From an optimization exercise on the open Yosys and OpenROAD flow, aimed at a short achievable clock period and few clock cycles; shortcuts taken in it are not production practice. At most, simulation tests tie the RTL to the original design; equivalence was not proved. Function not checked in run 2: the RTL went through the layout flow alone. In every run shown here, the design's own scripts or RTL, not TritonCTS, make the clock network. The clock port is modelled as an ideal driver, which makes a skipped or thinned clock tree look cheaper than it is; a real chip needs a root buffer or a tree. Power figures rest on the tool's default switching activity, not on a simulated workload.

[design.v]
`timescale 1ns / 1ps
module nextpc (
    input logic reset,
    input logic cap,
    input logic [15:0] inst,
    input logic [4:0] pc,
    input logic halted,
    input logic bp_cur,
    input logic replay,   
    input logic [4:0] d_pc,   
    input logic d_v,   
    input logic d_br,   
    input logic d_halt,   
    input logic ex_br,   
    input logic ex_halt,   
    output logic pred,
    output logic take,
    output logic [4:0] pc_f,
    output logic halted_d   
);
  logic is_br;
  logic [4:0] tgt, pc_seq;
  assign is_br = (inst[15:13] == 3'b101);
  assign tgt = inst[12:8];
  assign pc_seq = halted ? 5'd0 : pc + 5'd1;
  assign pred = bp_cur;
  assign take = is_br && pred && !halted && !replay;
  always_comb
    if (reset) pc_f = cap ? (is_br ? tgt : 5'd1) : 5'd0;
    else if (replay) pc_f = d_pc;
    else if (take) pc_f = tgt;
    else pc_f = pc_seq;
  logic is_halt, halt_now;
  assign is_halt = (inst[15:13] == 3'b111);
  assign halt_now = (is_halt && !(d_v && (d_br || d_halt)) && !ex_br) ||
                    (d_v && d_halt && !ex_br) || ex_halt;
  assign halted_d = reset ? (cap && is_halt) : (halted || halt_now);
endmodule
`timescale 1ns / 1ps
module add8 (
    input  logic [7:0] a,
    input  logic [7:0] b,
    output logic [7:0] s
);
  logic [7:0] g0, p0, g1, p1, g2, p2, g3;
  assign g0 = a & b;
  assign p0 = a ^ b;
  always_comb begin
    g1[0] = g0[0];
    p1[0] = p0[0];
    for (int i = 1; i < 8; i++) begin
      g1[i] = g0[i] | (p0[i] & g0[i-1]);
      p1[i] = p0[i] & p0[i-1];
    end
    for (int i = 0; i < 2; i++) begin
      g2[i] = g1[i];
      p2[i] = p1[i];
    end
    for (int i = 2; i < 8; i++) begin
      g2[i] = g1[i] | (p1[i] & g1[i-2]);
      p2[i] = p1[i] & p1[i-2];
    end
    for (int i = 0; i < 4; i++) g3[i] = g2[i];
    for (int i = 4; i < 8; i++) g3[i] = g2[i] | (p2[i] & g2[i-4]);
  end
  assign s = p0 ^ {g3[6:0], 1'b0};
endmodule
`timescale 1ns / 1ps
module brres (
    input  logic [7:0] ne,
    input  logic br,
    input  logic pred,
    input  logic reset,
    output logic taken,
    output logic mispredict
);
  assign taken = (ne == 8'd0);
  assign mispredict = !reset && br && (pred ? !taken : taken);
endmodule
`timescale 1ns / 1ps
module mux2 #(
    parameter int WIDTH = 8
) (
    input logic [WIDTH - 1:0] d0,
    input logic [WIDTH - 1:0] d1,
    input logic s,
    output logic [WIDTH - 1:0] y
);
  assign y = s ? d1 : d0;
endmodule
module fwd8 (
    input  logic [7:0] d0,
    input  logic [7:0] d1,
    input  logic s,
    output logic [7:0] y
);
  assign y = d0 | (d1 & {8{s}});
endmodule
module ao21 (
    input  logic a,
    input  logic b,
    input  logic c,
    output logic y
);
  assign y = a | (b & c);
endmodule
`timescale 1ns / 1ps
module bpsel (
    input logic [31:0] bp,
    input logic [4:0] a,
    output logic y
);
  logic [31:0] oh;
  always_comb
    for (int j = 0; j < 32; j++) oh[j] = (a == 5'(j));
  assign y = (oh & bp) != 32'd0;
endmodule
`timescale 1ns / 1ps
module fctl (
    input logic [15:0] inst,
    input logic reset,   
    input logic d_v,
    input logic d_wr,
    input logic d_add,
    input logic d_st,
    input logic [3:0] d_dst,
    input logic [3:0] d_sta,
    input logic ex_wr,
    input logic [3:0] ex_dst,
    output logic is_st,
    output logic is_ld,
    output logic is_add,
    output logic is_br,
    output logic is_halt,
    output logic f_wr,
    output logic [3:0] dst,
    output logic [3:0] sta,
    output logic [15:0] rb_oh,
    output logic [15:0] ra_r,
    output logic [15:0] rb_r,
    output logic [15:0] st_r,
    output logic ra_s,
    output logic ra_l,
    output logic ra_w,
    output logic rb_s,
    output logic rb_l,
    output logic rb_w,
    output logic st_s,
    output logic st_l,
    output logic st_w,
    output logic st_k,
    output logic fwm,
    output logic rep   
);
  logic [2:0] op;
  logic imm;
  logic [3:0] rd, ra, rb;
  assign op = inst[15:13];
  assign imm = inst[12];
  assign rd = inst[11:8];
  assign ra = inst[7:4];
  assign rb = inst[3:0];
  assign is_st = (op == 3'b000);
  assign is_ld = (op == 3'b001);
  assign is_add = (op == 3'b010);
  assign is_br = (op == 3'b101);
  assign is_halt = (op == 3'b111);
  assign f_wr = is_ld || is_add;
  assign dst = (is_ld && !imm) ? ra : rd;
  assign sta = imm ? rd : ra;
  logic [15:0] ra_oh;
  always_comb
    for (int j = 0; j < 16; j++) begin
      ra_oh[j] = (ra == 4'(j));
      rb_oh[j] = (rb == 4'(j));
    end
  logic ea, eb, wa, wb, live;
  assign live = !reset;
  assign ea = live && d_v && d_wr && (d_dst == ra);
  assign eb = live && d_v && d_wr && (d_dst == rb);
  assign wa = live && ex_wr && (ex_dst == ra);
  assign wb = live && ex_wr && (ex_dst == rb);
  assign ra_r = (reset || ea || wa) ? 16'd0 : ra_oh;
  assign rb_r = (reset || eb || wb) ? 16'd0 : rb_oh;
  assign st_r = (reset || imm || eb || wb) ? 16'd0 : rb_oh;
  assign ra_s = ea && d_add;
  assign ra_l = ea && !d_add;
  assign ra_w = !ea && wa;
  assign rb_s = eb && d_add;
  assign rb_l = eb && !d_add;
  assign rb_w = !eb && wb;
  assign st_s = !imm && eb && d_add;
  assign st_l = !imm && eb && !d_add;
  assign st_w = !imm && !eb && wb;
  assign st_k = imm;
  assign fwm = live && d_v && d_st && (d_sta == rb);
  assign rep = is_br && (ra_s || rb_s);
endmodule
`timescale 1ns / 1ps
`timescale 1ns / 1ps
`timescale 1ns / 1ps
`timescale 1ns / 1ps
`timescale 1ns / 1ps
module top (
    input logic clk,
    input logic reset,
    output logic [4:0] curr_inst_addr,
    input logic [15:0] curr_inst,
    output logic write_enable_dmem,
    output logic [3:0] write_addr_dmem,
    output logic [7:0] write_data_dmem,
    output logic halted
);
  logic [7:0] rf[16];
  logic [7:0] dm[16];
  logic [4:0] pc;
  logic halted_r;
  logic [31:0] bp_t;
  logic bp_cur;   
  logic d_v, d_st, d_add, d_br, d_halt, d_wr, d_imm, d_pred;
  logic [7:0] d_k8;
  logic [3:0] d_dst, d_sta;
  logic [15:0] d_rb;
  logic d_fwm;
  logic d_rep;   
  logic [4:0] d_pc1, d_tgt, d_pc;
  logic [15:0] d_ra_r, d_rb_r, d_st_r;
  logic d_ra_s, d_ra_l, d_ra_w;
  logic d_rb_s, d_rb_l, d_rb_w;
  logic d_st_s, d_st_l, d_st_w, d_st_k;
  logic ex_wr, ex_add, ex_br, ex_halt, ex_pred, ex_bpa;
  logic [3:0] ex_dst;
  logic [15:0] ex_we;   
  logic [7:0] ex_a, ex_b, ex_l;
  logic [7:0] ex_ne;   
  logic [4:0] ex_alt;   
  logic [31:0] ex_bpc;   
  logic bu_v, bu_t;
  logic [31:0] bu_a;
  logic w_v;
  logic [15:0] w_we;
  logic [7:0] w_d;
  logic st_v;
  logic [3:0] st_a;
  logic [7:0] st_d;
  logic [15:0] st_we;   
  assign curr_inst_addr = pc;
  assign write_enable_dmem = st_v;
  assign write_addr_dmem = st_a;
  assign write_data_dmem = st_d;
  assign halted = halted_r;
  logic [7:0] sum, res;
  logic taken;
  add8 add (
      .a(ex_a),
      .b(ex_b),
      .s(sum)
  );
  mux2 #(8) res_mux (
      .d0(ex_l),
      .d1(sum),
      .s (ex_add),
      .y (res)
  );
  logic mispredict;
  brres cmp (
      .ne(ex_ne),
      .br(ex_br),
      .pred(ex_pred),
      .reset(reset),
      .taken(taken),
      .mispredict(mispredict)
  );
  logic [7:0] a_e, b_e, s_e, a_n, b_n, s_n, dmb;
  always_comb begin
    a_e = (ex_l & {8{d_ra_l}}) | (w_d & {8{d_ra_w}});
    b_e = (ex_l & {8{d_rb_l}}) | (w_d & {8{d_rb_w}});
    s_e = (ex_l & {8{d_st_l}}) | (w_d & {8{d_st_w}}) | (d_k8 & {8{d_st_k}});
    dmb = 8'd0;
    for (int j = 0; j < 16; j++) begin
      a_e = a_e | (rf[j] & {8{d_ra_r[j]}});
      b_e = b_e | (rf[j] & {8{d_rb_r[j]}});
      s_e = s_e | (rf[j] & {8{d_st_r[j]}});
      dmb = dmb | (dm[j] & {8{d_rb[j]}});
    end
  end
  fwd8 a_mux (
      .d0(a_e),
      .d1(sum),
      .s (d_ra_s),
      .y (a_n)
  );
  fwd8 b_mux (
      .d0(b_e),
      .d1(sum),
      .s (d_rb_s),
      .y (b_n)
  );
  fwd8 s_mux (
      .d0(s_e),
      .d1(sum),
      .s (d_st_s),
      .y (s_n)
  );
  logic [7:0] m_n;
  assign m_n = d_fwm ? st_d : dmb;
  logic is_st, is_ld, is_add, is_br, is_halt, f_wr;
  logic [3:0] dst, sta;
  logic [15:0] rb_oh, ra_r, rb_r, st_r;
  logic ra_s, ra_l, ra_w, rb_s, rb_l, rb_w, st_s, st_l, st_w, st_k, fwm, rep;
  fctl fc (
      .inst(curr_inst),
      .reset(reset),
      .d_v(d_v),
      .d_wr(d_wr),
      .d_add(d_add),
      .d_st(d_st),
      .d_dst(d_dst),
      .d_sta(d_sta),
      .ex_wr(ex_wr),
      .ex_dst(ex_dst),
      .is_st(is_st),
      .is_ld(is_ld),
      .is_add(is_add),
      .is_br(is_br),
      .is_halt(is_halt),
      .f_wr(f_wr),
      .dst(dst),
      .sta(sta),
      .rb_oh(rb_oh),
      .ra_r(ra_r),
      .rb_r(rb_r),
      .st_r(st_r),
      .ra_s(ra_s),
      .ra_l(ra_l),
      .ra_w(ra_w),
      .rb_s(rb_s),
      .rb_l(rb_l),
      .rb_w(rb_w),
      .st_s(st_s),
      .st_l(st_l),
      .st_w(st_w),
      .st_k(st_k),
      .fwm(fwm),
      .rep(rep)
  );
  logic r0cap;
  logic cap;
  assign cap = !r0cap && (pc == 5'd0);
  logic bp_seq;
  bpsel bps (
      .bp({bp_t[0], bp_t[31:1]}),
      .a (pc),
      .y (bp_seq)
  );
  logic replay;
  assign replay = d_v && d_rep;
  logic pred, take, bp_d, halted_d;
  logic [4:0] pc_f, pc_d;
  nextpc npc (
      .reset(reset),
      .cap(cap),
      .inst(curr_inst),
      .pc(pc),
      .halted(halted_r),
      .bp_cur(bp_cur),
      .replay(replay),
      .d_pc(d_pc),
      .d_v(d_v),
      .d_br(d_br),
      .d_halt(d_halt),
      .ex_br(ex_br),
      .ex_halt(ex_halt),
      .pred(pred),
      .take(take),
      .pc_f(pc_f),
      .halted_d(halted_d)
  );
  mux2 #(5) pc_mux (
      .d0(pc_f),
      .d1(ex_alt),
      .s (mispredict),
      .y (pc_d)
  );
  logic seq_ok;
  assign seq_ok = !mispredict && !take && !reset && !replay;
  ao21 bp_ao (
      .a((mispredict && ex_bpa) || (replay && !reset && d_pred)),
      .b(seq_ok),
      .c(bp_seq),
      .y(bp_d)
  );
  logic f_ok, d_ok;
  assign f_ok = !halted_r && !(d_v && d_halt) && !ex_halt && !mispredict && !replay;
  assign d_ok = d_v && !mispredict && !replay;
  logic [4:0] pc1;
  assign pc1 = pc + 5'd1;
  always_ff @(posedge clk) begin
    pc <= pc_d;
    bp_cur <= bp_d;
    halted_r <= halted_d;
    if (reset) begin
      r0cap <= cap;
      d_v <= cap;
      ex_wr <= 1'b0;
      ex_br <= 1'b0;
      ex_halt <= 1'b0;
      bu_v <= 1'b0;
      w_v <= 1'b0;
      st_v <= 1'b0;
      bp_t <= '1;
    end else begin
      r0cap <= 1'b0;
      d_v <= f_ok;
      ex_wr <= d_ok && d_wr;
      ex_br <= d_ok && d_br;
      ex_halt <= d_ok && d_halt;
      w_v <= ex_wr;
      st_v <= d_ok && d_st;
      bu_v <= ex_br;
      for (int j = 0; j < 32; j++) if (bu_v && bu_a[j]) bp_t[j] <= bu_t;
    end
  end
  always_ff @(posedge clk) begin
    d_st <= is_st;
    d_add <= is_add;
    d_br <= is_br;
    d_halt <= is_halt;
    d_wr <= f_wr;
    d_imm <= curr_inst[12];
    d_k8 <= curr_inst[7:0];
    d_dst <= dst;
    d_sta <= sta;
    d_rb <= rb_oh;
    d_pred <= pred || reset;
    d_pc1 <= pc1;
    d_tgt <= curr_inst[12:8];
    d_pc <= pc;
    d_ra_r <= ra_r;
    d_rb_r <= rb_r;
    d_st_r <= st_r;
    {d_ra_s, d_ra_l, d_ra_w} <= {ra_s, ra_l, ra_w};
    {d_rb_s, d_rb_l, d_rb_w} <= {rb_s, rb_l, rb_w};
    {d_st_s, d_st_l, d_st_w, d_st_k} <= {st_s, st_l, st_w, st_k};
    d_fwm <= fwm;
    d_rep <= rep && !reset;
  end
  always_ff @(posedge clk) begin
    ex_add <= d_add;
    ex_dst <= d_dst;
    ex_we <= 16'd1 << d_dst;
    ex_a <= a_n;
    ex_b <= b_n;
    ex_ne <= a_e ^ b_e;
    ex_l <= d_imm ? d_k8 : m_n;
    ex_pred <= d_pred;
    ex_alt <= d_pred ? d_pc1 : d_tgt;
    ex_bpa <= d_pred ? bp_t[d_pc1] : bp_t[d_tgt];
    ex_bpc <= 32'd1 << d_pc;
    st_a <= d_sta;
    st_we <= 16'd1 << d_sta;
    st_d <= s_n;
  end
  always_ff @(posedge clk) begin
    bu_t <= taken;
    bu_a <= ex_bpc;
    w_we <= ex_we;
    w_d <= res;
  end
  always_ff @(posedge clk)
    for (int i = 0; i < 16; i++)
      if (reset) rf[i] <= 8'd0;
      else if (w_v && w_we[i]) rf[i] <= w_d;
  always_ff @(posedge clk)
    for (int i = 0; i < 16; i++)
      if (reset) dm[i] <= 8'd0;
      else if (st_v && st_we[i]) dm[i] <= st_d;
endmodule
[flow/run.sh]
#!/bin/bash
# Own flow: the standard layout (standard.sh) with two changes:
#  - the clock tree is built by flow/pre_cts.tcl (a two-level balanced tree,
#    see flow/mycts.tcl) instead of TritonCTS;
#  - the cells in flow/dont_use.txt are kept out of synthesis and timing
#    repair: the platform's own DONT_USE_CELLS list, plus full and half adders,
#    slow 3- and 4-input OR/NOR and AOI/OAI cells, 4-input muxes and delay
#    cells, so that abc and the resizer build the logic from faster cells.
# Every tool's output goes to the ORFS logs under orfs/logs and to standard.log.
set -euo pipefail
export PRE_CTS_TCL="$PWD/flow/pre_cts.tcl"
du="$(tr '\n' ' ' < flow/dont_use.txt)"
sed "s|\"\${@:-finish}\"|DONT_USE_CELLS=\"$du\" \"\${@:-finish}\"|" standard.sh > standard_du.sh
bash standard_du.sh ${FLOW_STANDARD_TARGETS:-} > standard.log 2>&1
[flow/dont_use.txt]
sky130_fd_sc_hd__probe_p_8
sky130_fd_sc_hd__probec_p_8
sky130_fd_sc_hd__lpflow_bleeder_1
sky130_fd_sc_hd__lpflow_clkbufkapwr_1
sky130_fd_sc_hd__lpflow_clkbufkapwr_16
sky130_fd_sc_hd__lpflow_clkbufkapwr_2
sky130_fd_sc_hd__lpflow_clkbufkapwr_4
sky130_fd_sc_hd__lpflow_clkbufkapwr_8
sky130_fd_sc_hd__lpflow_clkinvkapwr_1
sky130_fd_sc_hd__lpflow_clkinvkapwr_16
sky130_fd_sc_hd__lpflow_clkinvkapwr_2
sky130_fd_sc_hd__lpflow_clkinvkapwr_4
sky130_fd_sc_hd__lpflow_clkinvkapwr_8
sky130_fd_sc_hd__lpflow_decapkapwr_12
sky130_fd_sc_hd__lpflow_decapkapwr_3
sky130_fd_sc_hd__lpflow_decapkapwr_4
sky130_fd_sc_hd__lpflow_decapkapwr_6
sky130_fd_sc_hd__lpflow_decapkapwr_8
sky130_fd_sc_hd__lpflow_inputiso0n_1
sky130_fd_sc_hd__lpflow_inputiso0p_1
sky130_fd_sc_hd__lpflow_inputiso1n_1
sky130_fd_sc_hd__lpflow_inputiso1p_1
sky130_fd_sc_hd__lpflow_inputisolatch_1
sky130_fd_sc_hd__lpflow_isobufsrc_1
sky130_fd_sc_hd__lpflow_isobufsrc_16
sky130_fd_sc_hd__lpflow_isobufsrc_2
sky130_fd_sc_hd__lpflow_isobufsrc_4
sky130_fd_sc_hd__lpflow_isobufsrc_8
sky130_fd_sc_hd__lpflow_isobufsrckapwr_16
sky130_fd_sc_hd__lpflow_lsbuf_lh_hl_isowell_tap_1
sky130_fd_sc_hd__lpflow_lsbuf_lh_hl_isowell_tap_2
sky130_fd_sc_hd__lpflow_lsbuf_lh_hl_isowell_tap_4
sky130_fd_sc_hd__lpflow_lsbuf_lh_isowell_4
sky130_fd_sc_hd__lpflow_lsbuf_lh_isowell_tap_1
sky130_fd_sc_hd__lpflow_lsbuf_lh_isowell_tap_2
sky130_fd_sc_hd__lpflow_lsbuf_lh_isowell_tap_4
sky130_fd_sc_hd__fill_1
sky130_fd_sc_hd__fill_2
sky130_fd_sc_hd__fill_4
sky130_fd_sc_hd__fill_8
sky130_fd_sc_hd__fa_1
sky130_fd_sc_hd__fa_2
sky130_fd_sc_hd__fa_4
sky130_fd_sc_hd__ha_1
sky130_fd_sc_hd__ha_2
sky130_fd_sc_hd__ha_4
sky130_fd_sc_hd__a2111o_1
sky130_fd_sc_hd__a2111o_2
sky130_fd_sc_hd__a2111o_4
sky130_fd_sc_hd__a2111oi_0
sky130_fd_sc_hd__a2111oi_1
sky130_fd_sc_hd__a2111oi_2
sky130_fd_sc_hd__a2111oi_4
sky130_fd_sc_hd__a311o_1
sky130_fd_sc_hd__a311o_2
sky130_fd_sc_hd__a311o_4
sky130_fd_sc_hd__a311oi_1
sky130_fd_sc_hd__a311oi_2
sky130_fd_sc_hd__a311oi_4
sky130_fd_sc_hd__clkdlybuf4s15_1
sky130_fd_sc_hd__clkdlybuf4s15_2
sky130_fd_sc_hd__clkdlybuf4s18_1
sky130_fd_sc_hd__clkdlybuf4s18_2
sky130_fd_sc_hd__clkdlybuf4s25_1
sky130_fd_sc_hd__clkdlybuf4s25_2
sky130_fd_sc_hd__clkdlybuf4s50_1
sky130_fd_sc_hd__clkdlybuf4s50_2
sky130_fd_sc_hd__dlygate4sd1_1
sky130_fd_sc_hd__dlygate4sd2_1
sky130_fd_sc_hd__dlygate4sd3_1
sky130_fd_sc_hd__dlymetal6s2s_1
sky130_fd_sc_hd__dlymetal6s4s_1
sky130_fd_sc_hd__dlymetal6s6s_1
sky130_fd_sc_hd__nor3_1
sky130_fd_sc_hd__nor3_2
sky130_fd_sc_hd__nor3_4
sky130_fd_sc_hd__nor3b_1
sky130_fd_sc_hd__nor3b_2
sky130_fd_sc_hd__nor3b_4
sky130_fd_sc_hd__nor4_1
sky130_fd_sc_hd__nor4_2
sky130_fd_sc_hd__nor4_4
sky130_fd_sc_hd__nor4b_1
sky130_fd_sc_hd__nor4b_2
sky130_fd_sc_hd__nor4b_4
sky130_fd_sc_hd__nor4bb_1
sky130_fd_sc_hd__nor4bb_2
sky130_fd_sc_hd__nor4bb_4
sky130_fd_sc_hd__o2111a_1
sky130_fd_sc_hd__o2111a_2
sky130_fd_sc_hd__o2111a_4
sky130_fd_sc_hd__o2111ai_1
sky130_fd_sc_hd__o2111ai_2
sky130_fd_sc_hd__o2111ai_4
sky130_fd_sc_hd__o311a_1
sky130_fd_sc_hd__o311a_2
sky130_fd_sc_hd__o311a_4
sky130_fd_sc_hd__o311ai_0
sky130_fd_sc_hd__o311ai_1
sky130_fd_sc_hd__o311ai_2
sky130_fd_sc_hd__o311ai_4
sky130_fd_sc_hd__or3_1
sky130_fd_sc_hd__or3_2
sky130_fd_sc_hd__or3_4
sky130_fd_sc_hd__or3b_1
sky130_fd_sc_hd__or3b_2
sky130_fd_sc_hd__or3b_4
sky130_fd_sc_hd__or4_1
sky130_fd_sc_hd__or4_2
sky130_fd_sc_hd__or4_4
sky130_fd_sc_hd__or4b_1
sky130_fd_sc_hd__or4b_2
sky130_fd_sc_hd__or4b_4
sky130_fd_sc_hd__or4bb_1
sky130_fd_sc_hd__or4bb_2
sky130_fd_sc_hd__or4bb_4
sky130_fd_sc_hd__mux4_1
sky130_fd_sc_hd__mux4_2
sky130_fd_sc_hd__mux4_4
[flow/mycts.tcl]
# Manual two-level clock tree: R root buffers driven by the clock port, each driving
# some of K leaf buffers; each leaf buffer drives a cluster of flip-flops (capacitated k-means).
proc mycts_kmeans {xs ys K cap} {
  set n [llength $xs]
  set cx {}; set cy {}
  set idx [lsort -real -indices $xs]
  for {set k 0} {$k < $K} {incr k} {
    set i [lindex $idx [expr {int(($k + 0.5) * $n / $K)}]]
    lappend cx [lindex $xs $i]; lappend cy [lindex $ys $i]
  }
  for {set iter 0} {$iter < 40} {incr iter} {
    set cnt [lrepeat $K 0]
    set asg [lrepeat $n -1]
    set pairs {}
    for {set i 0} {$i < $n} {incr i} {
      set x [lindex $xs $i]; set y [lindex $ys $i]
      for {set k 0} {$k < $K} {incr k} {
        set dx [expr {$x-[lindex $cx $k]}]; set dy [expr {$y-[lindex $cy $k]}]
        lappend pairs [list [expr {$dx*$dx+$dy*$dy}] $i $k]
      }
    }
    set pairs [lsort -real -index 0 $pairs]
    set left $n
    foreach p $pairs {
      lassign $p d i k
      if {[lindex $asg $i] >= 0} continue
      if {[lindex $cnt $k] >= $cap} continue
      lset asg $i $k
      lset cnt $k [expr {[lindex $cnt $k]+1}]
      incr left -1
      if {$left == 0} break
    }
    set sx [lrepeat $K 0.0]; set sy [lrepeat $K 0.0]
    for {set i 0} {$i < $n} {incr i} {
      set k [lindex $asg $i]
      lset sx $k [expr {[lindex $sx $k] + [lindex $xs $i]}]
      lset sy $k [expr {[lindex $sy $k] + [lindex $ys $i]}]
    }
    for {set k 0} {$k < $K} {incr k} {
      set c [lindex $cnt $k]
      if {$c > 0} {
        lset cx $k [expr {[lindex $sx $k] / $c}]
        lset cy $k [expr {[lindex $sy $k] / $c}]
      }
    }
  }
  return [list $asg $cx $cy $cnt]
}

proc mycts_build {K R leafm rootm} {
  set db [ord::get_db]
  set block [ord::get_db_block]
  set clknet [$block findNet clk]
  set sinks [$clknet getITerms]
  set n [llength $sinks]
  set xs {}; set ys {}
  foreach it $sinks {
    set bb [[$it getInst] getBBox]
    lappend xs [expr {([$bb xMin]+[$bb xMax])/2.0}]
    lappend ys [expr {([$bb yMin]+[$bb yMax])/2.0}]
  }
  lassign [mycts_kmeans $xs $ys $K [expr {int(ceil(1.1 * $n / $K))}]] asg cx cy cnt
  lassign [mycts_kmeans $cx $cy $R [expr {int(ceil(1.0 * $K / $R))}]] rasg rx ry rcnt
  puts "MYCTS sinks $n leaves $K roots $R leafcounts $cnt rootcounts $rcnt"
  set lm [$db findMaster $leafm]
  set rm [$db findMaster $rootm]
  set rnets {}
  for {set r 0} {$r < $R} {incr r} {
    set b [odb::dbInst_create $block $rm "clkroot_$r"]
    $b setLocation [expr {int([lindex $rx $r])}] [expr {int([lindex $ry $r])}]
    $b setPlacementStatus PLACED
    [$b findITerm A] connect $clknet
    set rn [odb::dbNet_create $block "clkroot_net_$r"]
    $rn setSigType CLOCK
    [$b findITerm X] connect $rn
    lappend rnets $rn
  }
  set lnets {}
  for {set k 0} {$k < $K} {incr k} {
    set b [odb::dbInst_create $block $lm "clkleaf_$k"]
    $b setLocation [expr {int([lindex $cx $k])}] [expr {int([lindex $cy $k])}]
    $b setPlacementStatus PLACED
    [$b findITerm A] connect [lindex $rnets [lindex $rasg $k]]
    set ln [odb::dbNet_create $block "clkleaf_net_$k"]
    $ln setSigType CLOCK
    [$b findITerm X] connect $ln
    lappend lnets $ln
  }
  for {set i 0} {$i < $n} {incr i} {
    set it [lindex $sinks $i]
    $it disconnect
    $it connect [lindex $lnets [lindex $asg $i]]
  }
  $clknet setSigType CLOCK
}
[flow/pre_cts.tcl]
# PRE_CTS_TCL hook: replace TritonCTS with a two-level balanced clock tree
# (4 root buffers on the clock port, each driving about 6 leaf buffers, each
# leaf buffer driving a cluster of about 21 flip-flops; see mycts.tcl).
source [file join [file dirname [info script]] mycts.tcl]
rename clock_tree_synthesis orig_clock_tree_synthesis
proc clock_tree_synthesis {args} {
  mycts_build 24 4 sky130_fd_sc_hd__clkbuf_16 sky130_fd_sc_hd__clkbuf_16
}
[standard.sh]
#!/bin/bash
# synth_recipe.tcl (not shown) runs the flow's synth.tcl, then flattens the netlist and writes it again
# the make line also repeats each setting of config.mk as NAME=value (left out here)
make -C /OpenROAD-flow-scripts/flow DESIGN_CONFIG=/design/flow/config.mk WORK_HOME=/design/flow/orfs CLKGATE_MAP_FILE= SYNTH_SCRIPT=/design/flow/synth_recipe.tcl "${@:-finish}"
[config.mk]
export PLATFORM = sky130hd
export DESIGN_NAME = top
export DESIGN_NICKNAME = top
export VERILOG_FILES = /design/flow/design.v
export SDC_FILE = /design/flow/constraint.sdc
export NUM_CORES = 8
export LEC_CHECK = 0
export CAP_MARGIN = 20
export CORE_MARGIN = 2
export CORE_UTILIZATION = 40
export SETUP_SLACK_MARGIN = 3.0
export SLEW_MARGIN = 20
export SYNTH_HIERARCHICAL = 1
export SYNTH_MINIMUM_KEEP_SIZE = 0
[constraint.sdc]
create_clock -name core_clock -period 4.2 [get_ports {clk}]
set_input_delay 0.8400 -clock core_clock [delete_from_list [all_inputs] [get_ports {clk}]]
set_output_delay 0.8400 -clock core_clock [all_outputs]
set_load 0.01 [all_outputs]
==> flow_summary.json, run 1 <==
{
  "reg2regPathDepth": 3,
  "fin_nets": 2875,
  "ys.warnings.count": 13,
  "syn_avg_cell_area_um2": 8.79,
  "synth-seq-area-share_pct": 50.2,
  "min_period_ps": 1810,
  "outcome": "finished clean",
  "drt_iter0_markers": 2558,
  "cp.required_ps": 3360,
  "reg2reg_to": "d_st_r[0]",
  "final-hold-violation-count": 0,
  "netlist-cell-type-count": 71,
  "post_drt_wl_per_cell_um": 30.4,
  "min_path_type": "flop to flop",
  "holdBufCountCts": 0,
  "routed_via_density": 6.32,
  "drc_errors": 0,
  "final_common_cell": "dfxtp_1",
  "crit_chain": "buf_6, buf_6",
  "skew_ps": 47.0,
  "crit_top_cell": "buf_6",
  "holdPathStages": 0,
  "num_rows": 89,
  "tns_ps": 0,
  "via_count": 22900,
  "die-area_um2": 61100,
  "final_cell_mix": "dfxtp_1 (435), nand2_1 (404), nand3_1 (297)",
  "drv_slew": 0,
  "min_period_over_period_pct": 43.2,
  "fillers": 5053,
  "syn_inst": 2691,
  "dp_hpwl_um": 69400,
  "io_buffer_count": 36,
  "grt_max_degree": 65,
  "end_kind": "output pin",
  "worst-r2r-setup-slack_ps": 2420,
  "min_from": "ex_bpc[2]",
  "path_max_fanout": 4,
  "synth_fp_nets": 2709,
  "path_class": "flop to output pin",
  "power.density_nw_per_um2": 339,
  "leakage_nw": 11.2,
  "hold_end": "bu_a[2]",
  "antenna_left": 0,
  "finalPower_mw": 10.8,
  "finalSetupViolations": 0,
  "drv_cap": 0,
  "start_util_pct": 40.2,
  "routed_wl_um": 110000,
  "crit_path_max_incr_delay_ps": 370,
  "ir_worst_vdd_uv": 394,
  "synthArstFlopShare_pct": 0,
  "grt_pass1_wl_um": 155000,
  "arrival_ps": 970,
  "max_slew.worst_pin.slew_ps": 819,
  "clk_latency_ps": 390,
  "grt_usage_pct": 34.8,
  "rsz0062_at_grt": "yes",
  "syn_area_um2": 23700,
  "slew_headroom_pct": 45.4,
  "place_congestion": 0.988,
  "die_h_um": 247,
  "ys_dominant_reg_cell": "dfxtp_1",
  "io_pins": 37,
  "holdWs_ps": 321,
  "core_um2": 58800,
  "critPathLaunchType": "flop",
  "grt_pass1_vias": 21700,
  "ys_seq_elements": 593,
  "r2r_start": "d_dst[0]",
  "max_freq_ghz": 0.551,
  "critPathSlowestCell": "dfxtp_4",
  "die_w_um": 247,
  "final_layout_size_suffix_gt1_share_pct": 37.7,
  "firstDrtPassIters": 8,
  "syn2layout_area_growth_pct": 34.8,
  "antenna_found_initial": 3,
  "grt_overflow_total": 0,
  "clk_pin_slew_ps": 100,
  "synth-edff-count": 0
}
==> per-module statistics from Yosys, one instance, submodules excluded, excerpt <==
| module | cells inside | times used | flip-flops and latches | area, um^2 |
|---|---|---|---|---|
| top | 2293 | 1 | 593 | 20800 |
| fctl | 201 | 1 | 0 | 1340 |
| bpsel | 59 | 1 | 0 | 430 |
| add8 | 50 | 1 | 0 | 364 |
| nextpc | 37 | 1 | 0 | 263 |
| fwd8 | 9 | 3 | 0 | 71.3 |
| brres | 9 | 1 | 0 | 52.6 |
| ao21 | 1 | 1 | 0 | 7.51 |
==> critical path, delay by kind of cell, from the launching register on <==
kind     cells  cell delay (ps)
buf+inv      2              230
flops        1              370
==> where the power goes <==
group          switching (mW)  internal [mW]  leakage [nW]  total (mW)
clock network            1.75           1.21         0.345        2.96
registers               0.301           5.81          4.90        6.11
logic                   0.970          0.784          5.99        1.75
total                    3.02           7.80          11.2        10.8
==> cells by family (layout without fill, tap and decap cells) <==
family,Yosys count,after routing,share of synthesized area [%]
AOI/OAI and AO/OA,655,657,18.9
xor gates and xnor gates,51,52,2.08
buffers and inverters,264,419,4.89
DFF,593,593,50.2
muxes,55,55,2.64
other,0,1,0
and+or+nand+nor,1073,1079,21.3
==> how the worst max path moves through the flow <==
| stage | startpoint | slack, ps | end |
|---|---|---|---|
| after floorplan | curr_inst[2] | 2250 | d_st_r[6] |
| after global placement | reset | 1390 | d_ra_r[14] |
| after detailed placement | reset | 1350 | d_ra_r[14] |
| after CTS | curr_inst[14] | 2160 | pc[0] |
| after global routing | pc[2] | 2360 | curr_inst_addr[2] |
| final | pc[0] | 2390 | curr_inst_addr[0] |
==> registers in the layout (all words and copies together) (netlist names), 8 cells and up <==
register  cells
ex_a          8
d_st_r       16
rf          128
ex_l          8
w_d           8
bu_a         32
d_k8          8
ex_we        16
ex_b          8
d_rb         16
w_we         16
d_rb_r       16
dm          128
ex_ne         8
ex_bpc       32
st_d          8
st_we        16
d_ra_r       16
bp_t         32
==> stage by stage <==
| step | instances | worst slack, ps | utilization [%] | cell area, um^2 |
|---|---|---|---|---|
| after detailed placement | 3282 | 1350 | 44.1 | 25900 |
| final | 3629 | 2390 | 54.3 | 31900 |
| after global placement | 3282 | 1390 | 44.1 | 25900 |
| after global routing | 3628 | 2360 | 54.3 | 31900 |
| after CTS | 3551 | 2160 | 52.1 | 30700 |
| after floorplan | 2691 | 2250 | - | 26800 |
==> metal layers <==
metal	share of wire [%]	vias up	track usage, %
li1	-	9982	-
met1	44	11300	50.2
met2	41	1312	50.4
met3	10	303	8.76
met4	4.3	4	11.4
met5	0.075	-	0.899
==> repair_timing <==
| item | CTS | global route |
|---|---|---|
| resized for setup | 611 | 267 |
| gates cloned | 49 | 2 |
| setup buffers | 192 | 75 |
| setup endpoints to repair | 473 | 462 |
| pin swaps | 108 | 77 |
==> synth_stat cells (11+ instances only) <==
master | n | area (um^2)
nand4_1 | 51 | 319
and4b_1 | 16 | 160
buf_1 | 13 | 48.8
and3_1 | 36 | 225
a221oi_1 | 97 | 850
xor2_1 | 22 | 193
nor2b_1 | 14 | 87.6
buf_6 | 15 | 169
clkbuf_1 | 208 | 781
xnor2_1 | 23 | 201
mux2_2 | 12 | 135
nand2b_1 | 23 | 144
a22o_1 | 80 | 701
a21oi_1 | 268 | 1340
o21ai_0 | 24 | 120
dfxtp_1 | 593 | 11900
nor2_2 | 11 | 68.8
a22oi_1 | 98 | 736
nand2_1 | 419 | 1570
nor2_1 | 136 | 510
inv_1 | 12 | 45.0
a222oi_1 | 12 | 120
nand3_1 | 331 | 1660
mux2i_1 | 31 | 310
a21o_1 | 27 | 203
==> area by class of cell <==
cell class              instances  area, um^2  share of cell area, %
flip-flops and latches        593       12300                   38.4
diodes                          1        2.50                0.00784
plain buffers                  28         701                   2.20
repair buffers                375        3960                   12.4
well taps                     773         967                   3.03
multi-input cells            1843       13900                   43.6
inverters                      14        75.1                  0.235
repair inverters                2        25.0                 0.0784
Testbench counts, summed over its fixed seeds: cycles 24,759.
==> inputs of run 2 (changes only) <==
--- a/design.v
+++ b/design.v
@@ -136,8 +136,9 @@
     output logic [3:0] dst,
     output logic [3:0] sta,
+    output logic [15:0] ra_oh,
     output logic [15:0] rb_oh,
-    output logic [15:0] ra_r,
-    output logic [15:0] rb_r,
-    output logic [15:0] st_r,
+    output logic ra_r,
+    output logic rb_r,
+    output logic st_r,
     output logic ra_s,
     output logic ra_l,
@@ -169,5 +170,4 @@
   assign dst = (is_ld && !imm) ? ra : rd;
   assign sta = imm ? rd : ra;
-  logic [15:0] ra_oh;
   always_comb
     for (int j = 0; j < 16; j++) begin
@@ -181,7 +181,7 @@
   assign wa = live && ex_wr && (ex_dst == ra);
   assign wb = live && ex_wr && (ex_dst == rb);
-  assign ra_r = (reset || ea || wa) ? 16'd0 : ra_oh;
-  assign rb_r = (reset || eb || wb) ? 16'd0 : rb_oh;
-  assign st_r = (reset || imm || eb || wb) ? 16'd0 : rb_oh;
+  assign ra_r = !ea && !wa;
+  assign rb_r = !eb && !wb;
+  assign st_r = !imm && !eb && !wb;
   assign ra_s = ea && d_add;
   assign ra_l = ea && !d_add;
@@ -215,4 +215,5 @@
   logic [7:0] dm[16];
   logic [4:0] pc;
+  logic [4:0] pc_o;   
   logic halted_r;
   logic [31:0] bp_t;
@@ -225,5 +226,6 @@
   logic d_rep;   
   logic [4:0] d_pc1, d_tgt, d_pc;
-  logic [15:0] d_ra_r, d_rb_r, d_st_r;
+  logic [15:0] d_ra;
+  logic d_ra_r, d_rb_r, d_st_r;
   logic d_ra_s, d_ra_l, d_ra_w;
   logic d_rb_s, d_rb_l, d_rb_w;
@@ -245,5 +247,5 @@
   logic [7:0] st_d;
   logic [15:0] st_we;   
-  assign curr_inst_addr = pc;
+  assign curr_inst_addr = pc_o;
   assign write_enable_dmem = st_v;
   assign write_addr_dmem = st_a;
@@ -272,16 +274,17 @@
       .mispredict(mispredict)
   );
-  logic [7:0] a_e, b_e, s_e, a_n, b_n, s_n, dmb;
+  logic [7:0] rfa, rfb, a_e, b_e, s_e, a_n, b_n, s_n, dmb;
   always_comb begin
-    a_e = (ex_l & {8{d_ra_l}}) | (w_d & {8{d_ra_w}});
-    b_e = (ex_l & {8{d_rb_l}}) | (w_d & {8{d_rb_w}});
-    s_e = (ex_l & {8{d_st_l}}) | (w_d & {8{d_st_w}}) | (d_k8 & {8{d_st_k}});
+    rfa = 8'd0;
+    rfb = 8'd0;
     dmb = 8'd0;
     for (int j = 0; j < 16; j++) begin
-      a_e = a_e | (rf[j] & {8{d_ra_r[j]}});
-      b_e = b_e | (rf[j] & {8{d_rb_r[j]}});
-      s_e = s_e | (rf[j] & {8{d_st_r[j]}});
+      rfa = rfa | (rf[j] & {8{d_ra[j]}});
+      rfb = rfb | (rf[j] & {8{d_rb[j]}});
       dmb = dmb | (dm[j] & {8{d_rb[j]}});
     end
+    a_e = (ex_l & {8{d_ra_l}}) | (w_d & {8{d_ra_w}}) | (rfa & {8{d_ra_r}});
+    b_e = (ex_l & {8{d_rb_l}}) | (w_d & {8{d_rb_w}}) | (rfb & {8{d_rb_r}});
+    s_e = (ex_l & {8{d_st_l}}) | (w_d & {8{d_st_w}}) | (rfb & {8{d_st_r}}) | (d_k8 & {8{d_st_k}});
   end
   fwd8 a_mux (
@@ -307,5 +310,6 @@
   logic is_st, is_ld, is_add, is_br, is_halt, f_wr;
   logic [3:0] dst, sta;
-  logic [15:0] rb_oh, ra_r, rb_r, st_r;
+  logic [15:0] ra_oh, rb_oh;
+  logic ra_r, rb_r, st_r;
   logic ra_s, ra_l, ra_w, rb_s, rb_l, rb_w, st_s, st_l, st_w, st_k, fwm, rep;
   fctl fc (
@@ -328,4 +332,5 @@
       .dst(dst),
       .sta(sta),
+      .ra_oh(ra_oh),
       .rb_oh(rb_oh),
       .ra_r(ra_r),
@@ -383,4 +388,11 @@
       .y (pc_d)
   );
+  logic [4:0] pc_od;
+  mux2 #(5) pc_mux_o (
+      .d0(pc_f),
+      .d1(ex_alt),
+      .s (mispredict),
+      .y (pc_od)
+  );
   logic seq_ok;
   assign seq_ok = !mispredict && !take && !reset && !replay;
@@ -398,4 +410,5 @@
   always_ff @(posedge clk) begin
     pc <= pc_d;
+    pc_o <= pc_od;
     bp_cur <= bp_d;
     halted_r <= halted_d;
@@ -437,4 +450,5 @@
     d_tgt <= curr_inst[12:8];
     d_pc <= pc;
+    d_ra <= ra_oh;
     d_ra_r <= ra_r;
     d_rb_r <= rb_r;
==> flow_summary.json, run 2 <==
{
  "yosys.area.top_type_share_pct": 51.6,
  "syn_avg_cell_area_um2": 8.73,
  "io_pins": 37,
  "final-hold-violation-count": 0,
  "drv_cap": 0,
  "die-area_um2": 57100,
  "reg2regPathDepth": 7,
  "syn_area_um2": 22100,
  "place_congestion": 0.981,
  "post_drt_wl_per_cell_um": 28.1,
  "routed_via_density": 6.29,
  "ir_worst_vdd_uv": 529,
  "grt_usage_pct": 30.7,
  "ys_dominant_reg_cell": "dfxtp_1",
  "grt_overflow_total": 0,
  "tns_ps": 0,
  "synth_top_cell_by_area": "dfxtp_1",
  "outcome": "finished clean",
  "die_h_um": 239,
  "die_w_um": 239,
  "max_freq_ghz": 0.547,
  "synth-seq-area-share_pct": 51.6,
  "largest_registers": "dm: 128 flops, rf: 128 flops",
  "firstDrtPassIters": 7,
  "path_max_fanout": 5,
  "ys.warnings.count": 13,
  "r2r_start": "d_rb[15]",
  "clk_latency_ps": 390,
  "final_cell_mix": "dfxtp_1 (463), nand2_1 (340), nand3_1 (255)",
  "grt_max_degree": 65,
  "worst-r2r-setup-slack_ps": 2370,
  "register_area_um2": 11600,
  "yosysMostFrequentCell": "dfxtp_1",
  "min_from": "ex_we[13]",
  "rsz0062_at_grt": "yes",
  "clk_pin_slew_ps": 100,
  "placedCellCount": 3082,
  "synthArstFlopShare_pct": 0,
  "min_period_over_period_pct": 43.6,
  "dp_slack_ps": 1840,
  "finalPower_mw": 10.6,
  "stdcell_count": 3398,
  "multi_input_area_um2": 13200,
  "cp-startpoint": "d_rb[15]",
  "antenna_left": 0,
  "leakage_nw": 10.8,
  "reg2reg_to": "ex_l[0]",
  "grt_pass1_wl_um": 132000,
  "final_layout_size_suffix_gt1_share_pct": 40.5,
  "dp_hpwl_um": 55400,
  "holdPathStages": 0,
  "min_path_type": "flop to flop",
  "synth-edff-count": 0,
  "hold_end": "w_we[13]",
  "design_area_um2": 31300,
  "min_period_ps": 1830,
  "synth_commonest_cells": "dfxtp_1 (569), nand2_1 (401), nand3_1 (330), a21oi_1 (268), clkbuf_1 (163)",
  "critPathLaunchType": "flop",
  "num_rows": 86,
  "ys_seq_elements": 569,
  "cp.required_ps": 4460,
  "skew_ps": 44.1,
  "arrival_ps": 2090,
  "grt_pass1_vias": 19800,
  "end_kind": "flop",
  "path_class": "flop to flop",
  "synth_fp_nets": 2546,
  "via_count": 21400,
  "max_slew.worst_pin.slew_ps": 841,
  "core_um2": 54900,
  "antenna_found_initial": 0,
  "start_util_pct": 40.2,
  "fillers": 4492,
  "synth_area_leaders": "dfxtp_1 (52%), nand3_1 (7.5%), nand2_1 (6.8%)",
  "netlist-cell-type-count": 66,
  "fin_ws_ps": 2370,
  "final_common_cell": "dfxtp_1",
  "io_buffer_count": 36,
  "syn_inst": 2528,
  "place_area_um2": 24000,
  "drt_iter0_markers": 2636,
  "fin_nets": 2714,
  "slew_headroom_pct": 43.8,
  "drc_errors": 0,
  "routed_wl_um": 95500,
  "drv_slew": 0,
  "syn2layout_area_growth_pct": 41.7,
  "holdBufCountCts": 0,
  "power.density_nw_per_um2": 339,
  "antennaDiodeCount": 0,
  "finalSetupViolations": 0
}
-- run 2: per-module statistics from Yosys (local to each module, per instance), a selection --
module	times used	area, um^2
add8	1	364
ao21	1	7.51
bpsel	1	430
brres	1	52.6
fctl	1	783
fwd8	3	71.3
nextpc	1	263
top	1	19700
-- run 2: timing repair --
item,4_1_cts,5_1_grt
buffers inserted,149,69
resized for setup,628,417
pin swaps,107,124
endpoints found under the hold margin,0,0
cloned,56,14
setup endpoints to repair,455,402
-- run 2: how the worst max path moves through the flow --
stage / endpoint / slack [ps] / cells after the start
4_1_cts: pc_o[3] / 2160 / 6
6_report: ex_l[0] / 2370 / 7
5_1_grt: ex_l[1] / 2370 / 7
2_1_floorplan: ex_halt / 2370 / 6
3_3_place_gp: ex_wr / 1870 / 7
3_5_place_dp: st_v / 1840 / 7
-- run 2: routing by layer --
layer  vias to the layer above  wire length (um)  track usage (%)
met2                      1363             40500             45.7
li1                       9258                 -                -
met3                       239             11000             5.52
met1                     10500             40000             45.3
met5                         -                 0                0
met4                         0              4010             8.47
-- run 2: where the power goes --
group	total [mW]	switching (mW)	internal [mW]
sequential	5.96	0.354	5.61
combinational	1.76	0.927	0.835
clock	2.87	1.67	1.21
total	10.6	2.95	7.65
-- run 2: critical path, cell delays in order, from the launching register on --
cell      delay, ps
dfxtp_4         390
buf_1           110
buf_6           120
a22o_4          240
a221oi_4        280
nand4_1         280
mux2i_1         230
o21ai_1          80
-- run 2: layout make-up --
type                    count  share of cell area [%]
flip-flops and latches    569                    37.2
plain buffers              28                    2.24
inverters                  14                   0.220
well taps                 704                    2.82
repair inverters            2                   0.116
repair buffers            360                    15.3
multi-input cells        1721                    42.1
-- run 2: cells by family (layout without fill, tap and decap cells) --
group / after synthesis / in the layout / share of synthesized area, %
AOI/OAI and AO/OA: 595 / 595 / 17.4
muxes: 62 / 62 / 3.19
DFF: 569 / 569 / 51.6
xor gates and xnor gates: 51 / 51 / 2.12
and+or+nand+nor: 1013 / 1013 / 21.0
buffers and inverters: 238 / 404 / 4.70
-- run 2: metrics by stage --
step	util, %	hold slack [ps]
after global routing	57.0	337
after detailed placement	43.7	312
after floorplan	-	310
after global placement	43.7	310
after CTS	52.8	312
final	57.0	332
==> inputs of run 3 (changes only) <==
--- a/design.v
+++ b/design.v
@@ -223,5 +223,5 @@
   logic [3:0] d_dst, d_sta;
   logic [15:0] d_rb;
-  logic d_fwm;
+  logic d_dm_r, d_dm_s;   
   logic d_rep;   
   logic [4:0] d_pc1, d_tgt, d_pc;
@@ -306,6 +306,6 @@
       .y (s_n)
   );
-  logic [7:0] m_n;
-  assign m_n = d_fwm ? st_d : dmb;
+  logic [7:0] l_n;
+  assign l_n = (dmb & {8{d_dm_r}}) | (st_d & {8{d_dm_s}}) | (d_k8 & {8{d_imm}});
   logic is_st, is_ld, is_add, is_br, is_halt, f_wr;
   logic [3:0] dst, sta;
@@ -457,5 +457,6 @@
     {d_rb_s, d_rb_l, d_rb_w} <= {rb_s, rb_l, rb_w};
     {d_st_s, d_st_l, d_st_w, d_st_k} <= {st_s, st_l, st_w, st_k};
-    d_fwm <= fwm;
+    d_dm_r <= !fwm && !curr_inst[12];
+    d_dm_s <= fwm && !curr_inst[12];
     d_rep <= rep && !reset;
   end
@@ -467,5 +468,5 @@
     ex_b <= b_n;
     ex_ne <= a_e ^ b_e;
-    ex_l <= d_imm ? d_k8 : m_n;
+    ex_l <= l_n;
     ex_pred <= d_pred;
     ex_alt <= d_pred ? d_pc1 : d_tgt;
==> flow_summary.json, run 3 <==
{
  "min_path_type": "flop to flop",
  "reg2regPathDepth": 5,
  "grt_max_degree": 65,
  "synthArstFlopShare_pct": 0,
  "rsz0062_at_grt": "yes",
  "min_period_ps": 1760,
  "tns_ps": 0,
  "crit_path_max_incr_delay_ps": 420,
  "ys.warnings.count": 13,
  "grt_pass1_wl_um": 128000,
  "largest_registers": "dm: 128 flops, rf: 128 flops",
  "grt_pass1_vias": 19400,
  "skew_ps": 40.7,
  "holdBufCountCts": 0,
  "num_rows": 86,
  "end_kind": "output pin",
  "grt_overflow_total": 0,
  "grt_usage_pct": 29.7,
  "ir_worst_vdd_uv": 369,
  "routed_via_density": 6.16,
  "ys_seq_elements": 570,
  "fin_ws_ps": 2440,
  "r2r_start": "ex_ne[1]",
  "synth_area_leaders": "dfxtp_1 (52%), nand3_1 (7.5%), a22oi_1 (7.4%)",
  "arrival_ps": 920,
  "final_common_cell": "dfxtp_1",
  "min_from": "ex_bpc[5]",
  "hold_end": "bu_a[5]",
  "critPathLaunchType": "flop",
  "synth_compound_area_share_pct": 17.4,
  "synth_fa_ha_area_share_pct": 0,
  "worst-r2r-setup-slack_ps": 2450,
  "holdPathStages": 0,
  "critPathBufInv": 1,
  "synth_top_cell_by_area": "dfxtp_1",
  "path_class": "flop to output pin",
  "io_pins": 37,
  "routed_wl_um": 89900,
  "dp_slack_ps": 1630,
  "leakage_nw": 10.4,
  "start_util_pct": 40.3,
  "path_max_fanout": 2,
  "outcome": "finished clean",
  "synth-xor-area-share_pct": 2.13,
  "drv_cap": 0,
  "clk_pin_slew_ps": 100,
  "firstDrtPassIters": 8,
  "final_layout_size_suffix_gt1_share_pct": 36.7,
  "die-area_um2": 57000,
  "die_h_um": 239,
  "cp.required_ps": 3360,
  "drt_iter0_markers": 2301,
  "cp_top_family": "flip-flops",
  "io_buffer_count": 36,
  "synth_top_family_by_area": "simple AND/OR/NAND/NOR gates",
  "synth-seq-area-share_pct": 51.7,
  "crit_chain": "buf_6",
  "synth_commonest_cells": "dfxtp_1 (570), nand2_1 (401), nand3_1 (330), a21oi_1 (268), a22oi_1 (218)",
  "core_um2": 54800,
  "synth-edff-count": 0,
  "dp_hpwl_um": 54100,
  "max_freq_ghz": 0.568,
  "drv_slew": 0,
  "drc_errors": 0,
  "max_slew.worst_pin.slew_ps": 787,
  "finalSetupViolations": 0,
  "synth_fp_nets": 2557,
  "post_drt_wl_per_cell_um": 26.6,
  "die_w_um": 239,
  "final_cell_mix": "dfxtp_1 (474), nand2_1 (359), nand3_1 (296)",
  "critPathSlowestCell": "dfxtp_4",
  "antenna_left": 0,
  "syn_avg_cell_area_um2": 8.69,
  "power.density_nw_per_um2": 350,
  "synth_mux_area_share_pct": 2.83,
  "fin_nets": 2699,
  "final-hold-violation-count": 0,
  "yosys.area.top_type_share_pct": 51.7,
  "reg2reg_to": "pc[1]",
  "slew_headroom_pct": 47.4,
  "yosysMostFrequentCell": "dfxtp_1",
  "netlist-cell-type-count": 63,
  "syn2layout_area_growth_pct": 35.2,
  "finalPower_mw": 10.4,
  "ys_dominant_reg_cell": "dfxtp_1",
  "min_period_over_period_pct": 41.9,
  "synthSimpleGateAreaFrac_pct": 21.3,
  "syn_inst": 2539,
  "clk_latency_ps": 380,
  "syn_area_um2": 22100,
  "via_count": 20800,
  "place_congestion": 0.968,
  "antenna_found_initial": 1
}
run 3: cell types whose count changed in the layout (fill, tap and decap cells not counted), moves of 19 or more:
cell,before,now
a22oi_2,56,105
nand3_1,255,296
buf_6,122,97
a22o_1,24,0
a221oi_2,24,1
a22oi_1,91,114
buf_16,59,38
nand3_4,38,17
nand3_2,37,17
nand2_1,340,359
run 3: per-module statistics from Yosys, one instance, submodules excluded, a selection:
module / times used / cells / flops+latches
top: 1 / 2210 / 570
fctl: 1 / 127 / 0
bpsel: 1 / 59 / 0
add8: 1 / 50 / 0
nextpc: 1 / 37 / 0
fwd8: 3 / 9 / 0
brres: 1 / 9 / 0
ao21: 1 / 1 / 0
run 3: timing repair:
action | 4_1_cts | 5_1_grt
endpoints found under the hold margin | 0 | 0
resized for setup | 626 | 289
cloned | 38 | 9
pin swaps | 136 | 84
buffers inserted | 150 | 72
setup endpoints to repair | 455 | 395
run 3: how the worst max path moves through the flow:
stage,startpoint,endpoint,slack [ps],cells after the start
after floorplan,reset,ex_halt,2370,6
after global placement,reset,ex_halt,1640,7
after detailed placement,reset,ex_wr,1630,7
after CTS,curr_inst[14],pc[0],2150,6
after global routing,d_pred,ex_bpa,2400,7
final,st_d[1],write_data_dmem[1],2440,1
run 3: kinds of logic after synthesis:
family	count (synthesis)
buffers and inverters	238
XOR/XNOR	51
flip-flops	570
multiplexers	54
AO/OA/AOI/OAI	603
AND/OR/NAND/NOR	1023
run 3: cell type report:
type	instances	area (um^2)
fill	4668	24900
multi-input combinational	1731	12400
sequential	570	11700
timing repair buffer	334	4060
tap	704	881
buffer	28	701
inverter	14	65.1
timing repair inverter	2	36.3
antenna	1	2.50
run 3: stage by stage:
stage                     hold WS [ps]  util (%)  std cells  cell area (um^2)
after floorplan                    310         -       2539             24600
after global placement             311      43.4       3086             23800
after detailed placement           312      43.4       3086             23800
after CTS                          312      51.6       3302             28300
after global routing               330      54.5       3383             29800
final                              304      54.5       3384             29800
run 3: layer usage:
| layer | share of wire [%] | track usage [%] |
|---|---|---|
| met1 | 41 | 40.8 |
| met2 | 44 | 46.1 |
| met3 | 9.8 | 5.57 |
| met4 | 4.9 | 11.9 |
| met5 | 0.019 | 0 |
run 3: report_power, final:
part / leakage [nW] / total [mW] / internal (mW) / switching [mW]
clock: 0.345 / 2.87 / 1.21 / 1.66
combinational: 5.36 / 1.59 / 0.757 / 0.838
sequential: 4.68 / 5.97 / 5.62 / 0.357
total: 10.4 / 10.4 / 7.58 / 2.86
Testbench counts of run 3, summed over its fixed seeds: cycles 24,759.
==> inputs of run 4 (changes only) <==
--- a/config.mk
+++ b/config.mk
@@ -9,4 +9,5 @@
 export CORE_MARGIN = 2
 export CORE_UTILIZATION = 40
+export PLACE_DENSITY = 0.65
 export SETUP_SLACK_MARGIN = 3.0
 export SLEW_MARGIN = 20
==> flow_summary.json, run 4 <==
{
  "finalSetupViolations": 0,
  "die_w_um": 239,
  "syn_inst": 2539,
  "final_common_cell": "dfxtp_1",
  "final_cell_mix": "dfxtp_1 (478), nand2_1 (373), nand3_1 (295)",
  "drv_slew": 0,
  "place_congestion": 0.947,
  "fin_nets": 2725,
  "clk_latency_ps": 380,
  "final-hold-violation-count": 0,
  "register_area_um2": 11700,
  "dp_hpwl_um": 53900,
  "min_period_over_period_pct": 42.3,
  "grt_usage_pct": 29.8,
  "path_class": "input port to flop",
  "rsz0062_at_grt": "yes",
  "holdWs_ps": 317,
  "syn_area_um2": 22100,
  "core_um2": 54800,
  "ys_dominant_reg_cell": "dfxtp_1",
  "io_pins": 37,
  "antenna_left": 0,
  "fillers": 4660,
  "antennaDiodeCount": 0,
  "routed_via_density": 6.15,
  "cp.required_ps": 4440,
  "ys_seq_elements": 570,
  "synth_fp_nets": 2557,
  "min_period_ps": 1780,
  "yosys.area.top_type_share_pct": 51.7,
  "drt_iter0_markers": 2260,
  "ys.warnings.count": 13,
  "clk_pin_slew_ps": 100,
  "power.density_nw_per_um2": 350,
  "antenna_found_initial": 0,
  "grt_max_degree": 68,
  "slew_headroom_pct": 52.8,
  "die_h_um": 239,
  "start_util_pct": 40.3,
  "path_max_fanout": 2,
  "post_drt_wl_per_cell_um": 26.4,
  "drv_cap": 0,
  "yosysMostFrequentCell": "dfxtp_1",
  "firstDrtPassIters": 8,
  "synth_area_leaders": "dfxtp_1 (52%), nand3_1 (7.5%), a22oi_1 (7.4%)",
  "tns_ps": 0,
  "synth_commonest_cells": "dfxtp_1 (570), nand2_1 (401), nand3_1 (330), a21oi_1 (268), a22oi_1 (218)",
  "critPathLaunchType": "input port",
  "num_rows": 86,
  "arrival_ps": 2020,
  "leakage_nw": 10.3,
  "skew_ps": 44.7,
  "finalPower_mw": 10.5,
  "max_slew.worst_pin.slew_ps": 707,
  "max_freq_ghz": 0.563,
  "end_kind": "flop",
  "via_count": 21000,
  "ir_worst_vdd_uv": 344,
  "die-area_um2": 57000,
  "syn_avg_cell_area_um2": 8.69,
  "min_path_type": "flop to flop",
  "synthArstFlopShare_pct": 0,
  "final_layout_size_suffix_gt1_share_pct": 36.3,
  "grt_pass1_vias": 20300,
  "drc_errors": 0,
  "synth_top_cell_by_area": "dfxtp_1",
  "syn2layout_area_growth_pct": 35.6,
  "grt_pass1_wl_um": 129000,
  "synth-seq-area-share_pct": 51.7,
  "outcome": "finished clean",
  "netlist-cell-type-count": 63,
  "routed_wl_um": 89900,
  "synth-edff-count": 0,
  "io_buffer_count": 36,
  "largest_registers": "dm: 128 flops, rf: 128 flops",
  "grt_overflow_total": 0,
  "multi_input_area_um2": 12300
}
==> run 4: cell counts after synthesis <==
No cell type changed its count.
==> run 4: kinds of logic (layout without fill, tap and decap cells) <==
family,Yosys count,in the layout,share of synthesized area (%)
buf+inv,238,404,4.70
simple gates,1023,1023,21.3
compound gates,603,603,17.4
flops,570,570,51.7
xor+xnor,51,51,2.13
mux,54,54,2.83
==> run 4: path summary, 6_finish.rpt <==
check / slack, ps / start / depth (start not counted) / end
max reg2reg: 2440 / d_rb[5] / 7 / ex_ne[7]
min reg2reg: 320 / ex_we[9] / 0 / w_we[9]
max: 2420 / curr_inst[14] / 7 / pc_o[0]
min: 320 / ex_we[9] / 0 / w_we[9]
==> run 4: per-module statistics from Yosys (local to each module, per instance), excerpt <==
module | flops+latches | copies in the design
top | 570 | 1
fctl | 0 | 1
bpsel | 0 | 1
add8 | 0 | 1
nextpc | 0 | 1
fwd8 | 0 | 3
brres | 0 | 1
ao21 | 0 | 1
==> run 4: critical path, cell delays in order <==
cell and delay, ps:
buf_8 100, buf_6 110, nand3b_1 180, buf_2 150, o21ai_0 240, a21oi_2 120
mux2_4 280
==> run 4: repair_timing <==
action,4_1_cts,5_1_grt
setup endpoints to repair,454,409
hold endpoints to repair,0,0
pin swaps,155,91
setup buffers,153,99
hold buffers,0,0
gates cloned,44,4
resized for setup,664,233
==> run 4: layout make-up <==
class / instances / area share, %
Tap cell: 704 / 2.94
Multi-Input combinational cell: 1731 / 41.2
Sequential cell: 570 / 38.9
Buffer: 28 / 2.34
Inverter: 14 / 0.217
Timing Repair Buffer: 360 / 14.2
Timing Repair inverter: 2 / 0.134
==> run 4: per-layer routing <==
metal / vias up / wire [um] / part of all wire (%) / track usage, %
li1: 9244 / - / - / -
met5: - / 0 / 0 / 0
met3: 319 / 7380 / 8.2 / 5.46
met2: 1077 / 42000 / 47 / 50.1
met4: 0 / 6020 / 6.7 / 15.1
met1: 10300 / 34500 / 38 / 36.4
==> run 4: where the power goes <==
group | switching (mW) | leakage (nW) | internal (mW) | total, mW
clock | 1.67 | 0.345 | 1.21 | 2.88
sequential | 0.337 | 4.68 | 5.62 | 5.95
combinational | 0.858 | 5.30 | 0.787 | 1.64
total | 2.87 | 10.3 | 7.61 | 10.5
==> run 4: through the flow <==
step	setup WS [ps]	utilization [%]	cell area, um^2	cells
CTS	2130	51.9	28400	3306
detailed placement	1770	43.3	23700	3081
finish	2420	54.6	29900	3409
global route	2380	54.6	29900	3409
floorplan	2370	-	24600	2539
global placement	1820	43.3	23700	3081
==> inputs of run 5 (changes only) <==
--- a/config.mk
+++ b/config.mk
@@ -9,6 +9,5 @@
 export CORE_MARGIN = 2
 export CORE_UTILIZATION = 40
-export PLACE_DENSITY = 0.65
-export SETUP_SLACK_MARGIN = 3.0
+export SETUP_SLACK_MARGIN = 2.7
 export SLEW_MARGIN = 20
 export SYNTH_HIERARCHICAL = 1
==> flow_summary.json, run 5 <==
{
  "outcome": "finished clean",
  "clk_pin_slew_ps": 100,
  "synth_area_leaders": "dfxtp_1 (52%), nand3_1 (7.5%), a22oi_1 (7.4%)",
  "place_congestion": 0.993,
  "antenna_left": 0,
  "holdWs_ps": 289,
  "antennaDiodeCount": 0,
  "syn_inst": 2539,
  "synth_commonest_cells": "dfxtp_1 (570), nand2_1 (401), nand3_1 (330), a21oi_1 (268), a22oi_1 (218)",
  "rsz0062_at_grt": "yes",
  "grt_usage_pct": 27.1,
  "grt_overflow_total": 0,
  "via_count": 20300,
  "drv_cap": 0,
  "post_drt_wl_per_cell_um": 25.2,
  "final-hold-violation-count": 0,
  "num_rows": 86,
  "final_cell_mix": "dfxtp_1 (484), nand2_1 (396), nand3_1 (329)",
  "drt_iter0_markers": 2460,
  "ys_dominant_reg_cell": "dfxtp_1",
  "io_buffer_count": 36,
  "path_class": "flop to output pin",
  "slew_headroom_pct": 54.3,
  "cp_top_family": "flip-flops",
  "yosysMostFrequentCell": "dfxtp_1",
  "p_sw_share_pct": 26.9,
  "dp_hpwl_um": 50800,
  "pwr-share-comb_pct": 13.2,
  "critPathSlowestCell": "dfxtp_4",
  "synthArstFlopShare_pct": 0,
  "skew_ps": 40.9,
  "syn2layout_area_growth_pct": 20.9,
  "drc_errors": 0,
  "fin_nets": 2615,
  "syn_area_um2": 22100,
  "clk_latency_ps": 370,
  "core_um2": 54800,
  "io_pins": 37,
  "ir_worst_vdd_uv": 316,
  "leakage_nw": 9.39,
  "ys_seq_elements": 570,
  "yosys.area.top_type_share_pct": 51.7,
  "place_area_um2": 22300,
  "min_period_over_period_pct": 41.9,
  "synth_top_cell_by_area": "dfxtp_1",
  "min_path_type": "flop to flop",
  "crit_path_max_incr_delay_ps": 430,
  "path_max_fanout": 6,
  "critPathLaunchType": "flop",
  "seqPwrFrac_pct": 58.8,
  "design_area_um2": 26700,
  "synth-edff-count": 0,
  "final_layout_size_suffix_gt1_share_pct": 22.2,
  "die_w_um": 239,
  "fin_util_pct": 48.7,
  "routed_wl_um": 83100,
  "power.density_nw_per_um2": 382,
  "synth-seq-area-share_pct": 51.7,
  "p_int_mw": 7.45,
  "arrival_ps": 920,
  "netlist-cell-type-count": 63,
  "drv_slew": 0,
  "synth_fp_nets": 2557,
  "grt_pass1_vias": 18600,
  "p_clk_share_pct": 28.0,
  "min_period_ps": 1760,
  "syn_avg_cell_area_um2": 8.69,
  "ys.warnings.count": 13,
  "tns_ps": 0,
  "finalPower_mw": 10.2,
  "routed_via_density": 6.16,
  "grt_pass1_wl_um": 118000,
  "cp.required_ps": 3360,
  "end_kind": "output pin",
  "finalSetupViolations": 0,
  "crit_chain": "buf_6",
  "firstDrtPassIters": 8,
  "die_h_um": 239,
  "max_slew.worst_pin.slew_ps": 686,
  "holdBufCountCts": 0,
  "max_freq_ghz": 0.568,
  "largest_registers": "dm: 128 flops, rf: 128 flops",
  "fillers": 5026,
  "antenna_found_initial": 0,
  "critPathBufInv": 1,
  "p_sw_mw": 2.74,
  "die-area_um2": 57000,
  "start_util_pct": 40.3,
  "final_common_cell": "dfxtp_1",
  "grt_max_degree": 91
}
==> run 5: cell counts after synthesis <==
Identical to the previous run, type by type.
==> run 5: per-module statistics from Yosys, one instance, submodules excluded, excerpt <==
module	flip-flops and latches	times used
nextpc	0	1
fwd8	0	3
ao21	0	1
top	570	1
fctl	0	1
bpsel	0	1
add8	0	1
==> run 5: per-layer routing <==
metal	global-route usage [%]	vias up	wire length, um
met2	42.2	1107	36200
met4	11.4	0	4410
met3	4.67	279	7710
met5	0.260	-	0
met1	37.1	9918	34700
li1	-	9020	-
==> run 5: layout make-up <==
| cell class | instances | area [um^2] | share of cell area [%] |
|---|---|---|---|
| timing repair inverter | 1 | 7.51 | 0.0282 |
| inverter | 14 | 56.3 | 0.211 |
| multi-input combinational | 1731 | 10800 | 40.6 |
| sequential | 570 | 11600 | 43.5 |
| buffer | 28 | 701 | 2.63 |
| timing repair buffer | 251 | 2580 | 9.66 |
| tap | 704 | 881 | 3.30 |
==> run 5: power by group through the flow <==
stage	Combinational, mW	Sequential (mW)	Clock (mW)
final	1.35	5.99	2.85
after global routing	1.43	6.01	3.06
after CTS	1.06	6.16	2.17
after detailed placement	0.798	6.18	0
after global placement	0.783	6.17	0
after floorplan	0.813	5.88	0
==> run 5: timing repair <==
action,4_1_cts,5_1_grt
pin swaps,94,78
hold endpoints to repair,0,0
gates resized for setup,444,267
setup endpoints to repair,426,344
cloned,19,5
buffers inserted,98,70
==> run 5: worst paths after layout <==
| check | start | endpoint | slack, ps | cells past startpoint |
|---|---|---|---|---|
| max | st_d[3] | write_data_dmem[3] | 2440 | 1 |
| min | ex_bpc[29] | bu_a[29] | 290 | 0 |
| min reg2reg | ex_bpc[29] | bu_a[29] | 290 | 0 |
| max reg2reg | ex_b[2] | w_d[6] | 2500 | 5 |
==> run 5: logic make-up (layout without fill, tap and decap cells) <==
group           after synthesis  after routing  synth area share, %
simple gates               1023           1023                 21.3
flops                       570            570                 51.7
compound gates              603            603                 17.4
mux                          54             54                 2.83
xor+xnor                     51             51                 2.13
buf+inv                     238            294                 4.70
==> run 5: per-stage QoR <==
step | setup WS [ps] | instances
finish | 2440 | 3299
detailed placement | 1770 | 3079
floorplan | 2370 | 2539
CTS | 2140 | 3224
global route | 2400 | 3299
global placement | 1790 | 3079

[afterwards: timing with drivers on the ports]
The flow's constraints put no driver on any port. The routed layouts listed below were extracted and timed again, unchanged, in two steps. Step 1 sets driving cells, clkbuf_16 on the clock port and buf_2 on the other inputs (assumed; they add their load-dependent delay and slew). Step 2, shift: input delay + t, output delay - t, t = (earliest + latest rising clock arrival at the registers) / 2. This alone moves slack from input paths to output paths. Three values: ideal ports, drivers, drivers and shift; two values: the first two.
run | t, ns | slack for setup (ns) | worst setup path after step 2 | latest minus earliest clock arrival (ns) | worst data-port slew with drivers (ns)
run 1 | 0.499 | 2.387 / 2.258 / 1.864 | input to register | 0.050 / 0.048 | 0.27
run 2 | 0.490 | 2.371 / 2.329 / 1.966 | input to register | 0.045 / 0.046 | 0.26
run 3 | 0.497 | 2.441 / 2.304 / 1.841 | input to register | 0.041 / 0.041 | 0.41
run 4 | 0.497 | 2.423 / 2.303 / 1.978 | input to register | 0.045 / 0.045 | 0.20
run 5 | 0.486 | 2.439 / 2.307 / 2.089 | input to register | 0.046 / 0.045 | 0.14
After both steps setup and hold are still met in every run listed. The setup slack of run 3, which loses most, moves by -0.137 ns with the drivers and by -0.600 ns with both steps.
